This is an optimization exercise on Yosys and OpenROAD, whose aim is small area and a short achievable clock period, not a production implementation.
Only simulation tests tie the RTL to the original design; equivalence was not proved.

==> inputs of run a <==
==> flow/design.v <==
module rf_next(
    input wire we,
    input wire wn,
    input wire d,
    input wire q,
    output wire y
);
    assign y = (we & d) | (wn & q);
endmodule
module rf_aoi3(
    input wire s0, d0,
    input wire s1, d1,
    input wire s2, d2,
    output wire y
);
    assign y = ~((s0 & d0) | (s1 & d1) | (s2 & d2));
endmodule
module rf_aoi2(
    input wire s0, d0,
    input wire s1, d1,
    output wire y
);
    assign y = ~((s0 & d0) | (s1 & d1));
endmodule
module rf_read(
    input wire [31:1] sel,
    input wire [1023:32] regs,
    output wire [31:0] data
);
    genvar b, i;
    generate
        for (b = 0; b < 32; b = b + 1) begin : gen_bit
            wire [10:0] y;
            for (i = 0; i < 10; i = i + 1) begin : gen_aoi
                rf_aoi3 u(
                    .s0(sel[3*i+1]), .d0(regs[(3*i+1)*32 + b]),
                    .s1(sel[3*i+2]), .d1(regs[(3*i+2)*32 + b]),
                    .s2(sel[3*i+3]), .d2(regs[(3*i+3)*32 + b]),
                    .y(y[i]));
            end
            assign y[10] = ~(sel[31] & regs[31*32 + b]);
            assign data[b] = ~&y;
        end
    endgenerate
endmodule
module rf_read_x(
    input wire [31:1] sel,
    input wire [1023:32] regs,
    input wire selx,
    input wire [31:0] dx,
    output wire [31:0] data
);
    genvar b, i;
    generate
        for (b = 0; b < 32; b = b + 1) begin : gen_bit
            wire [10:0] y;
            for (i = 0; i < 10; i = i + 1) begin : gen_aoi
                rf_aoi3 u(
                    .s0(sel[3*i+1]), .d0(regs[(3*i+1)*32 + b]),
                    .s1(sel[3*i+2]), .d1(regs[(3*i+2)*32 + b]),
                    .s2(sel[3*i+3]), .d2(regs[(3*i+3)*32 + b]),
                    .y(y[i]));
            end
            rf_aoi2 ux(.s0(sel[31]), .d0(regs[31*32 + b]), .s1(selx), .d1(dx[b]), .y(y[10]));
            assign data[b] = ~&y;
        end
    endgenerate
endmodule
module singlecycle(
    input clk,
    input reset,
    input [31:0] io_sw,
    input [31:0] instr,
    output [31:0] pc_debug,
    output [31:0] io_lcd,
    output [31:0] io_ledg,
    output [31:0] io_ledr,
    output [31:0] io_hex0,
    output [31:0] io_hex1,
    output [31:0] io_hex2,
    output [31:0] io_hex3,
    output [31:0] io_hex4,
    output [31:0] io_hex5,
    output [31:0] io_hex6,
    output [31:0] io_hex7
);
wire [6:0] opcode = instr[6:0];
wire [2:0] f3 = instr[14:12];
wire [4:0] rd_addr = instr[11:7];
wire [4:0] rs1_addr = instr[19:15];
wire [4:0] rs2_addr = instr[24:20];
wire is_lui   = opcode == 7'b0110111;
wire is_auipc = opcode == 7'b0010111;
wire is_jal   = opcode == 7'b1101111;
wire is_jalr  = opcode == 7'b1100111;
wire is_br    = opcode == 7'b1100011;
wire is_load  = opcode == 7'b0000011;
wire is_store = opcode == 7'b0100011;
wire is_opimm = opcode == 7'b0010011;
wire is_op    = opcode == 7'b0110011;
wire is_alu   = is_op | is_opimm;
wire use_rs2  = is_op | is_br | is_store;
wire [31:0] imm_i = {{20{instr[31]}}, instr[31:20]};
wire [31:0] imm_s = {{20{instr[31]}}, instr[31:25], instr[11:7]};
wire [31:0] imm_b = {{20{instr[31]}}, instr[7], instr[30:25], instr[11:8], 1'b0};
wire [31:0] imm_j = {{12{instr[31]}}, instr[19:12], instr[20], instr[30:25], instr[24:21], 1'b0};
wire [31:0] imm_u = {instr[31:12], 12'b0};
reg [31:1] pc_r;
wire [31:0] pc = {pc_r, 1'b0};
assign pc_debug = pc;
wire rd_wren = is_lui | is_auipc | is_jal | is_jalr | is_load | is_alu;
wire [31:0] rd_data;
wire [31:0] rs1v, opb;
wire [31:1] we, wn, valid, sel1, sel2;
wire [1023:32] regs;
genvar i, b;
generate
    for (i = 1; i < 32; i = i + 1) begin : gen_reg
        assign we[i] = rd_wren & (rd_addr == i);
        assign wn[i] = ~we[i];
        reg [31:0] r;
        wire [31:0] nx;
        for (b = 0; b < 32; b = b + 1) begin : gen_bit
            rf_next u(.we(we[i]), .wn(wn[i]), .d(rd_data[b]), .q(r[b]), .y(nx[b]));
        end
        always @(posedge clk)
            r <= nx;
        assign regs[i*32 +: 32] = r;
        reg v;
        always @(posedge clk or posedge reset) begin
            if (reset)
                v <= 1'b0;
            else if (we[i])
                v <= 1'b1;
        end
        assign valid[i] = v;
        assign sel1[i] = valid[i] & (rs1_addr == i);
        assign sel2[i] = use_rs2 & valid[i] & (rs2_addr == i);
    end
endgenerate
rf_read read1(.sel(sel1), .regs(regs), .data(rs1v));
rf_read_x read2(.sel(sel2), .regs(regs), .selx(~use_rs2), .dx(imm_i), .data(opb));
wire [31:0] pimm = is_jal ? imm_j : is_br ? imm_b : imm_u;
wire [31:0] pbase = is_lui ? 32'b0 : pc;
wire [31:0] padd = pbase + pimm;
wire [31:0] pc4 = {pc[31:2] + 30'd1, pc[1:0]};
wire sub = is_br | (is_alu & f3[2:1] == 2'b01) | (is_op & f3 == 3'b000 & instr[30]);
wire [31:0] opb_x = opb ^ {32{sub}};
wire [32:0] sum33 = {rs1v, 1'b1} + {opb_x, sub};
wire [31:0] sum = sum33[32:1];
wire sdiff = rs1v[31] ^ opb[31];
wire lt_s = sdiff ? rs1v[31] : sum[31];
wire lt_u = sdiff ? opb[31] : sum[31];
wire sh_left = f3 == 3'b001;
wire sh_arith = instr[30];
wire [4:0] shamt = opb[4:0];
reg [31:0] rs1_rev;
integer j;
always @(*) begin
    for (j = 0; j < 32; j = j + 1)
        rs1_rev[j] = rs1v[31 - j];
end
wire [31:0] sh_in = sh_left ? rs1_rev : rs1v;
wire sh_fill = sh_arith & ~sh_left & rs1v[31];
wire [63:0] sh_ext = {{32{sh_fill}}, sh_in};
wire [63:0] sh_out64 = sh_ext >> shamt;
wire [31:0] sh_out = sh_out64[31:0];
reg [31:0] sh_res;
always @(*) begin
    for (j = 0; j < 32; j = j + 1)
        sh_res[j] = sh_left ? sh_out[31 - j] : sh_out[j];
end
reg [31:0] alu_res;
always @(*) begin
    case (f3)
        3'b000: alu_res = sum;
        3'b001: alu_res = sh_res;
        3'b010: alu_res = {31'b0, lt_s};
        3'b011: alu_res = {31'b0, lt_u};
        3'b100: alu_res = rs1v ^ opb;
        3'b101: alu_res = sh_res;
        3'b110: alu_res = rs1v | opb;
        default: alu_res = rs1v & opb;
    endcase
end
wire eq = rs1v == opb;
wire lt = f3[1] ? lt_u : lt_s;
reg br_taken;
always @(*) begin
    case (f3)
        3'b000: br_taken = eq;
        3'b001: br_taken = ~eq;
        3'b100, 3'b110: br_taken = lt;
        3'b101, 3'b111: br_taken = ~lt;
        default: br_taken = 1'b0;
    endcase
end
wire [31:0] nxt_pc = is_jalr ? {sum[31:1], 1'b0} :
                     (is_jal | (is_br & br_taken)) ? {padd[31:1], 1'b0} : pc4;
always @(posedge clk or posedge reset) begin
    if (reset)
        pc_r <= 31'b0;
    else
        pc_r <= nxt_pc[31:1];
end
wire [31:0] sx = rs1v ^ imm_s;
wire [31:0] sc0 = {(rs1v[30:0] | imm_s[30:0]), 1'b0};
wire [31:0] sc1 = {(rs1v[30:0] & imm_s[30:0]), 1'b0};
localparam [31:0] IO_BASE = 32'h800;
wire [31:0] ib = {IO_BASE[30:0], 1'b0};
wire [31:0] smis_base = sx ^ IO_BASE ^ ((ib & sc1) | (~ib & sc0));
wire st_common = is_store & ~|{smis_base[31:9], smis_base[3:0]};
wire [10:0] st_hit;
genvar k;
generate
    for (k = 0; k < 11; k = k + 1) begin : gen_st
        localparam [31:0] KA = 32'h800 + 32'h10 * k;
        wire [31:0] kc = {KA[30:0], 1'b0};
        wire [31:0] mis = sx ^ KA ^ ((kc & sc1) | (~kc & sc0));
        assign st_hit[k] = st_common & ~|mis[8:4];
    end
endgenerate
wire [31:0] lx = rs1v ^ imm_i;
wire [31:0] lc0 = {(rs1v[30:0] | imm_i[30:0]), 1'b0};
wire [31:0] lc1 = {(rs1v[30:0] & imm_i[30:0]), 1'b0};
localparam [31:0] LD_ADDR = 32'h900;
wire [31:0] lk = {LD_ADDR[30:0], 1'b0};
wire [31:0] lmis = lx ^ LD_ADDR ^ ((lk & lc1) | (~lk & lc0));
wire ld_hit = ~|lmis;
wire [31:0] ld_data = ld_hit ? io_sw : 32'b0;
wire [351:0] io_q;
generate
    for (k = 0; k < 11; k = k + 1) begin : gen_io
        reg [31:0] q;
        wire [31:0] nx;
        wire hn = ~st_hit[k];
        for (b = 0; b < 32; b = b + 1) begin : gen_bit
            rf_next u(.we(st_hit[k]), .wn(hn), .d(opb[b]), .q(q[b]), .y(nx[b]));
        end
        always @(posedge clk or posedge reset) begin
            if (reset)
                q <= 32'b0;
            else
                q <= nx;
        end
        assign io_q[k*32 +: 32] = q;
    end
endgenerate
assign io_hex0 = io_q[0 +: 32];
assign io_hex1 = io_q[32 +: 32];
assign io_hex2 = io_q[64 +: 32];
assign io_hex3 = io_q[96 +: 32];
assign io_hex4 = io_q[128 +: 32];
assign io_hex5 = io_q[160 +: 32];
assign io_hex6 = io_q[192 +: 32];
assign io_hex7 = io_q[224 +: 32];
assign io_ledr = io_q[256 +: 32];
assign io_ledg = io_q[288 +: 32];
assign io_lcd  = io_q[320 +: 32];
wire [31:0] early_wb = (is_lui | is_auipc) ? padd : (is_jal | is_jalr) ? pc4 : ld_data;
assign rd_data = is_alu ? alu_res : early_wb;
endmodule
==> flow/flow/run.sh <==
#!/bin/bash
# The standard layout, with the port buffers made from buf_1 cells
# instead of the delay buffers buffer_ports picks by default.
set -euo pipefail
bash standard.sh "BUFFER_PORTS_ARGS=-buffer_cell sky130_fd_sc_hd__buf_1" finish > make_finish.log 2>&1
==> flow/standard.sh <==
#!/bin/bash
# synth_recipe.tcl (not shown) runs the flow's synth.tcl, then flattens the netlist and writes it again
# the make line also repeats each setting of config.mk as NAME=value (left out here)
make -C /OpenROAD-flow-scripts/flow DESIGN_CONFIG=/design/flow/config.mk WORK_HOME=/design/flow/orfs CLKGATE_MAP_FILE= SYNTH_SCRIPT=/design/flow/synth_recipe.tcl "${@:-finish}"
==> flow/config.mk <==
export PLATFORM = sky130hd
export DESIGN_NAME = singlecycle
export DESIGN_NICKNAME = singlecycle
export VERILOG_FILES = /design/flow/design.v
export SDC_FILE = /design/flow/constraint.sdc
export NUM_CORES = 4
export LEC_CHECK = 0
export CAP_MARGIN = 35
export CORE_MARGIN = 2
export CORE_UTILIZATION = 40
export SLEW_MARGIN = 35
export SYNTH_HIERARCHICAL = 1
==> flow/constraint.sdc <==
create_clock -name core_clock -period 12.0 [get_ports {clk}]
set_input_delay 2.4000 -clock core_clock [delete_from_list [all_inputs] [get_ports {clk}]]
set_output_delay 2.4000 -clock core_clock [all_outputs]
set_load 0.01 [all_outputs]
==> inputs of run b, as changes to run a <==
==> flow/design.v, changed modules only <==
module rf_fin(
    input wire [10:0] y,
    output wire d
);
    assign d = ~&y;
endmodule
module rf_read(
    input wire [31:1] sel,
    input wire [1023:32] regs,
    output wire [31:0] data,
    output wire [31:0] data2
);
    genvar b, i;
    generate
        for (b = 0; b < 32; b = b + 1) begin : gen_bit
            wire [10:0] y;
            for (i = 0; i < 10; i = i + 1) begin : gen_aoi
                rf_aoi3 u(
                    .s0(sel[3*i+1]), .d0(regs[(3*i+1)*32 + b]),
                    .s1(sel[3*i+2]), .d1(regs[(3*i+2)*32 + b]),
                    .s2(sel[3*i+3]), .d2(regs[(3*i+3)*32 + b]),
                    .y(y[i]));
            end
            assign y[10] = ~(sel[31] & regs[31*32 + b]);
            rf_fin f1(.y(y), .d(data[b]));
            rf_fin f2(.y(y), .d(data2[b]));
        end
    endgenerate
endmodule
module rf_read_x(
    input wire [31:1] sel,
    input wire [1023:32] regs,
    input wire selx,
    input wire [31:0] dx,
    output wire [31:0] data,
    output wire [31:0] data2
);
    genvar b, i;
    generate
        for (b = 0; b < 32; b = b + 1) begin : gen_bit
            wire [10:0] y;
            for (i = 0; i < 10; i = i + 1) begin : gen_aoi
                rf_aoi3 u(
                    .s0(sel[3*i+1]), .d0(regs[(3*i+1)*32 + b]),
                    .s1(sel[3*i+2]), .d1(regs[(3*i+2)*32 + b]),
                    .s2(sel[3*i+3]), .d2(regs[(3*i+3)*32 + b]),
                    .y(y[i]));
            end
            rf_aoi2 ux(.s0(sel[31]), .d0(regs[31*32 + b]), .s1(selx), .d1(dx[b]), .y(y[10]));
            rf_fin f1(.y(y), .d(data[b]));
            rf_fin f2(.y(y), .d(data2[b]));
        end
    endgenerate
endmodule
module singlecycle(
    input clk,
    input reset,
    input [31:0] io_sw,
    input [31:0] instr,
    output [31:0] pc_debug,
    output [31:0] io_lcd,
    output [31:0] io_ledg,
    output [31:0] io_ledr,
    output [31:0] io_hex0,
    output [31:0] io_hex1,
    output [31:0] io_hex2,
    output [31:0] io_hex3,
    output [31:0] io_hex4,
    output [31:0] io_hex5,
    output [31:0] io_hex6,
    output [31:0] io_hex7
);
wire [6:0] opcode = instr[6:0];
wire [2:0] f3 = instr[14:12];
wire [4:0] rd_addr = instr[11:7];
wire [4:0] rs1_addr = instr[19:15];
wire [4:0] rs2_addr = instr[24:20];
wire is_lui   = opcode == 7'b0110111;
wire is_auipc = opcode == 7'b0010111;
wire is_jal   = opcode == 7'b1101111;
wire is_jalr  = opcode == 7'b1100111;
wire is_br    = opcode == 7'b1100011;
wire is_load  = opcode == 7'b0000011;
wire is_store = opcode == 7'b0100011;
wire is_opimm = opcode == 7'b0010011;
wire is_op    = opcode == 7'b0110011;
wire is_alu   = is_op | is_opimm;
wire use_rs2  = instr[5] & ~instr[2];    
wire wb_alu   = instr[4] & ~instr[2];    
wire [31:0] imm_i = {{20{instr[31]}}, instr[31:20]};
wire [31:0] imm_s = {{20{instr[31]}}, instr[31:25], instr[11:7]};
wire [31:0] imm_b = {{20{instr[31]}}, instr[7], instr[30:25], instr[11:8], 1'b0};
wire [31:0] imm_j = {{12{instr[31]}}, instr[19:12], instr[20], instr[30:25], instr[24:21], 1'b0};
wire [31:0] imm_u = {instr[31:12], 12'b0};
reg [31:1] pc_r;
wire [31:0] pc = {pc_r, 1'b0};
assign pc_debug = pc;
wire rd_wren = is_lui | is_auipc | is_jal | is_jalr | is_load | is_alu;
wire [31:0] rd_data;
wire [31:0] rs1v, opb;      
wire [31:0] rs1b, opbb;     
wire [31:1] we, wn, valid, sel1, sel2;
wire [1023:32] regs;
wire [3:0] lo1 = 4'b1 << rs1_addr[1:0];
wire [7:0] hi1 = 8'b1 << rs1_addr[4:2];
wire [3:0] lo2 = 4'b1 << rs2_addr[1:0];
wire [7:0] hi2 = use_rs2 ? 8'b1 << rs2_addr[4:2] : 8'b0;
genvar i, b;
generate
    for (i = 1; i < 32; i = i + 1) begin : gen_reg
        assign we[i] = rd_wren & (rd_addr == i);
        assign wn[i] = ~we[i];
        reg [31:0] r;
        wire [31:0] nx;
        for (b = 0; b < 32; b = b + 1) begin : gen_bit
            rf_next u(.we(we[i]), .wn(wn[i]), .d(rd_data[b]), .q(r[b]), .y(nx[b]));
        end
        always @(posedge clk)
            r <= nx;
        assign regs[i*32 +: 32] = r;
        reg v;
        always @(posedge clk or posedge reset) begin
            if (reset)
                v <= 1'b0;
            else if (we[i])
                v <= 1'b1;
        end
        assign valid[i] = v;
        assign sel1[i] = valid[i] & hi1[i / 4] & lo1[i % 4];
        assign sel2[i] = valid[i] & hi2[i / 4] & lo2[i % 4];
    end
endgenerate
rf_read read1(.sel(sel1), .regs(regs), .data(rs1v), .data2(rs1b));
rf_read_x read2(.sel(sel2), .regs(regs), .selx(~use_rs2), .dx(imm_i), .data(opb), .data2(opbb));
wire [31:0] pimm = instr[6] ? (instr[2] ? imm_j : imm_b) : imm_u;
wire [31:0] pbase = (~instr[6] & instr[5]) ? 32'b0 : pc;
wire [31:0] padd = pbase + pimm;
wire [31:0] pc4 = {pc[31:2] + 30'd1, pc[1:0]};
wire sub = instr[6] ? ~instr[2] : (f3[2:1] == 2'b01) | (instr[5] & f3 == 3'b000 & instr[30]);
wire [31:0] opb_x = opb ^ {32{sub}};
wire [32:0] sum33 = {rs1v, 1'b1} + {opb_x, sub};
wire [31:0] sum = sum33[32:1];
wire sdiff = rs1v[31] ^ opb[31];
wire lt_s = sdiff ? rs1v[31] : sum[31];
wire lt_u = sdiff ? opb[31] : sum[31];
wire sh_left = f3 == 3'b001;
wire sh_arith = instr[30];
wire [4:0] shamt = opbb[4:0];
reg [31:0] rs1_rev;
integer j;
always @(*) begin
    for (j = 0; j < 32; j = j + 1)
        rs1_rev[j] = rs1b[31 - j];
end
wire [31:0] sh_in = sh_left ? rs1_rev : rs1b;
wire sh_fill = sh_arith & ~sh_left & rs1b[31];
wire [63:0] sh_ext = {{32{sh_fill}}, sh_in};
wire [63:0] sh_out64 = sh_ext >> shamt;
wire [31:0] sh_out = sh_out64[31:0];
reg [31:0] sh_res;
always @(*) begin
    for (j = 0; j < 32; j = j + 1)
        sh_res[j] = sh_left ? sh_out[31 - j] : sh_out[j];
end
reg [31:0] alu_res;
always @(*) begin
    case (f3)
        3'b000: alu_res = sum;
        3'b001: alu_res = sh_res;
        3'b010: alu_res = {31'b0, lt_s};
        3'b011: alu_res = {31'b0, lt_u};
        3'b100: alu_res = rs1b ^ opbb;
        3'b101: alu_res = sh_res;
        3'b110: alu_res = rs1b | opbb;
        default: alu_res = rs1b & opbb;
    endcase
end
wire eq = rs1v == opb;
wire lt = f3[1] ? lt_u : lt_s;
reg br_taken;
always @(*) begin
    case (f3)
        3'b000: br_taken = eq;
        3'b001: br_taken = ~eq;
        3'b100, 3'b110: br_taken = lt;
        3'b101, 3'b111: br_taken = ~lt;
        default: br_taken = 1'b0;
    endcase
end
wire [31:0] nxt_pc = is_jalr ? {sum[31:1], 1'b0} :
                     (is_jal | (is_br & br_taken)) ? {padd[31:1], 1'b0} : pc4;
always @(posedge clk or posedge reset) begin
    if (reset)
        pc_r <= 31'b0;
    else
        pc_r <= nxt_pc[31:1];
end
wire [31:0] imm_ls = {imm_i[31:5], instr[5] ? instr[11:7] : instr[24:20]};
wire [31:0] ax = rs1b ^ imm_ls;
wire [31:0] c0 = {(rs1b[30:0] | imm_ls[30:0]), 1'b0};
wire [31:0] c1 = {(rs1b[30:0] & imm_ls[30:0]), 1'b0};
localparam [31:0] IO_BASE = 32'h800;
wire [31:0] ib = {IO_BASE[30:0], 1'b0};
wire [31:0] mis_base = ax ^ IO_BASE ^ ((ib & c1) | (~ib & c0));
wire ls_common = ~|{mis_base[31:10], mis_base[3:0]};
wire st_common = is_store & ls_common & ~mis_base[9];
wire [10:0] st_hit;
genvar k;
generate
    for (k = 0; k < 11; k = k + 1) begin : gen_st
        localparam [31:0] KA = 32'h800 + 32'h10 * k;
        wire [31:0] kc = {KA[30:0], 1'b0};
        wire [31:0] mis = ax ^ KA ^ ((kc & c1) | (~kc & c0));
        assign st_hit[k] = st_common & ~|mis[8:4];
    end
endgenerate
localparam [31:0] LD_ADDR = 32'h900;
wire [31:0] lk = {LD_ADDR[30:0], 1'b0};
wire [31:0] lmis = ax ^ LD_ADDR ^ ((lk & c1) | (~lk & c0));
wire ld_hit = ls_common & ~|lmis[9:4];
wire [31:0] ld_data = ld_hit ? io_sw : 32'b0;
wire [351:0] io_q;
generate
    for (k = 0; k < 11; k = k + 1) begin : gen_io
        reg [31:0] q;
        wire [31:0] nx;
        wire hn = ~st_hit[k];
        for (b = 0; b < 32; b = b + 1) begin : gen_bit
            rf_next u(.we(st_hit[k]), .wn(hn), .d(opbb[b]), .q(q[b]), .y(nx[b]));
        end
        always @(posedge clk or posedge reset) begin
            if (reset)
                q <= 32'b0;
            else
                q <= nx;
        end
        assign io_q[k*32 +: 32] = q;
    end
endgenerate
assign io_hex0 = io_q[0 +: 32];
assign io_hex1 = io_q[32 +: 32];
assign io_hex2 = io_q[64 +: 32];
assign io_hex3 = io_q[96 +: 32];
assign io_hex4 = io_q[128 +: 32];
assign io_hex5 = io_q[160 +: 32];
assign io_hex6 = io_q[192 +: 32];
assign io_hex7 = io_q[224 +: 32];
assign io_ledr = io_q[256 +: 32];
assign io_ledg = io_q[288 +: 32];
assign io_lcd  = io_q[320 +: 32];
wire [31:0] early_wb = instr[4] ? padd : instr[2] ? pc4 : ld_data;    
assign rd_data = wb_alu ? alu_res : early_wb;
endmodule
--- a/flow/config.mk
+++ b/flow/config.mk
@@ -6,7 +6,14 @@
 export NUM_CORES = 4
 export LEC_CHECK = 0
-export CAP_MARGIN = 35
+export CAP_MARGIN = 20
+export CELL_PAD_IN_SITES_DETAIL_PLACEMENT = 1
+export CELL_PAD_IN_SITES_GLOBAL_PLACEMENT = 1
 export CORE_MARGIN = 2
 export CORE_UTILIZATION = 40
-export SLEW_MARGIN = 35
+export CTS_BUF_LIST = sky130_fd_sc_hd__clkbuf_8
+export CTS_CLUSTER_SIZE = 24
+export PLACE_DENSITY = 0.5
+export SETUP_SLACK_MARGIN = 5
+export SLEW_MARGIN = 20
 export SYNTH_HIERARCHICAL = 1
+export TNS_END_PERCENT = 0
==> impl_metrics.toml <==
[min_path]
worstHoldEndpoint = "gen_reg[1].v"

[run_status]
status = "no timing/DRC/antenna violations"

[synthesis]
yosysTopAreaCellShare = 0.310
muxShareOfSynthArea = 0.0262

[pwr]
switching_share = 0.281
ir_drop_mv = 0.152

[cells_and_area]
clockNetworkAreaShare = 0.0675
nNonClkBuffers = 868
-- figures above: run a

==> impl_metrics.toml <==
[synthesis]
yosysTopAreaCellShare = 0.303
muxShareOfSynthArea = 0.0267

[run_status]
status = "no timing/DRC/antenna violations"

[pwr]
switching_share = 0.324
ir_drop_mv = 0.122

[cells_and_area]
nNonClkBuffers = 973
-- figures above: run b

## separate check: timing with driven ports
The results above use ideal ports. As a check the final layouts listed here were re-extracted and re-timed, cells and wires unchanged.
Step 1 assumes that a clkbuf_16 drives the clock port and a buf_2 every other input.
Step 2 also shifts input and output timing later by t, the mid clock arrival at the registers, as if the neighbouring blocks saw the same clock.
Three values: ideal ports, drivers, drivers and shift; two values: the first two.
run | t, ns | slack for setup (ns) | latest minus earliest clock arrival (ns) | slew at the worst register clock pin (ns)
run a | 0.924 | 1.499 / 1.554 / 0.630 | 0.051 / 0.051 | 0.08 / 0.08
run b | 1.100 | 4.120 / 4.175 / 3.075 | 0.087 / 0.087 | 0.07 / 0.07
After both steps setup and hold are still met in every run listed. The setup slack of run b, which loses most, moves by +0.055 ns with the drivers and by -1.045 ns with both steps.
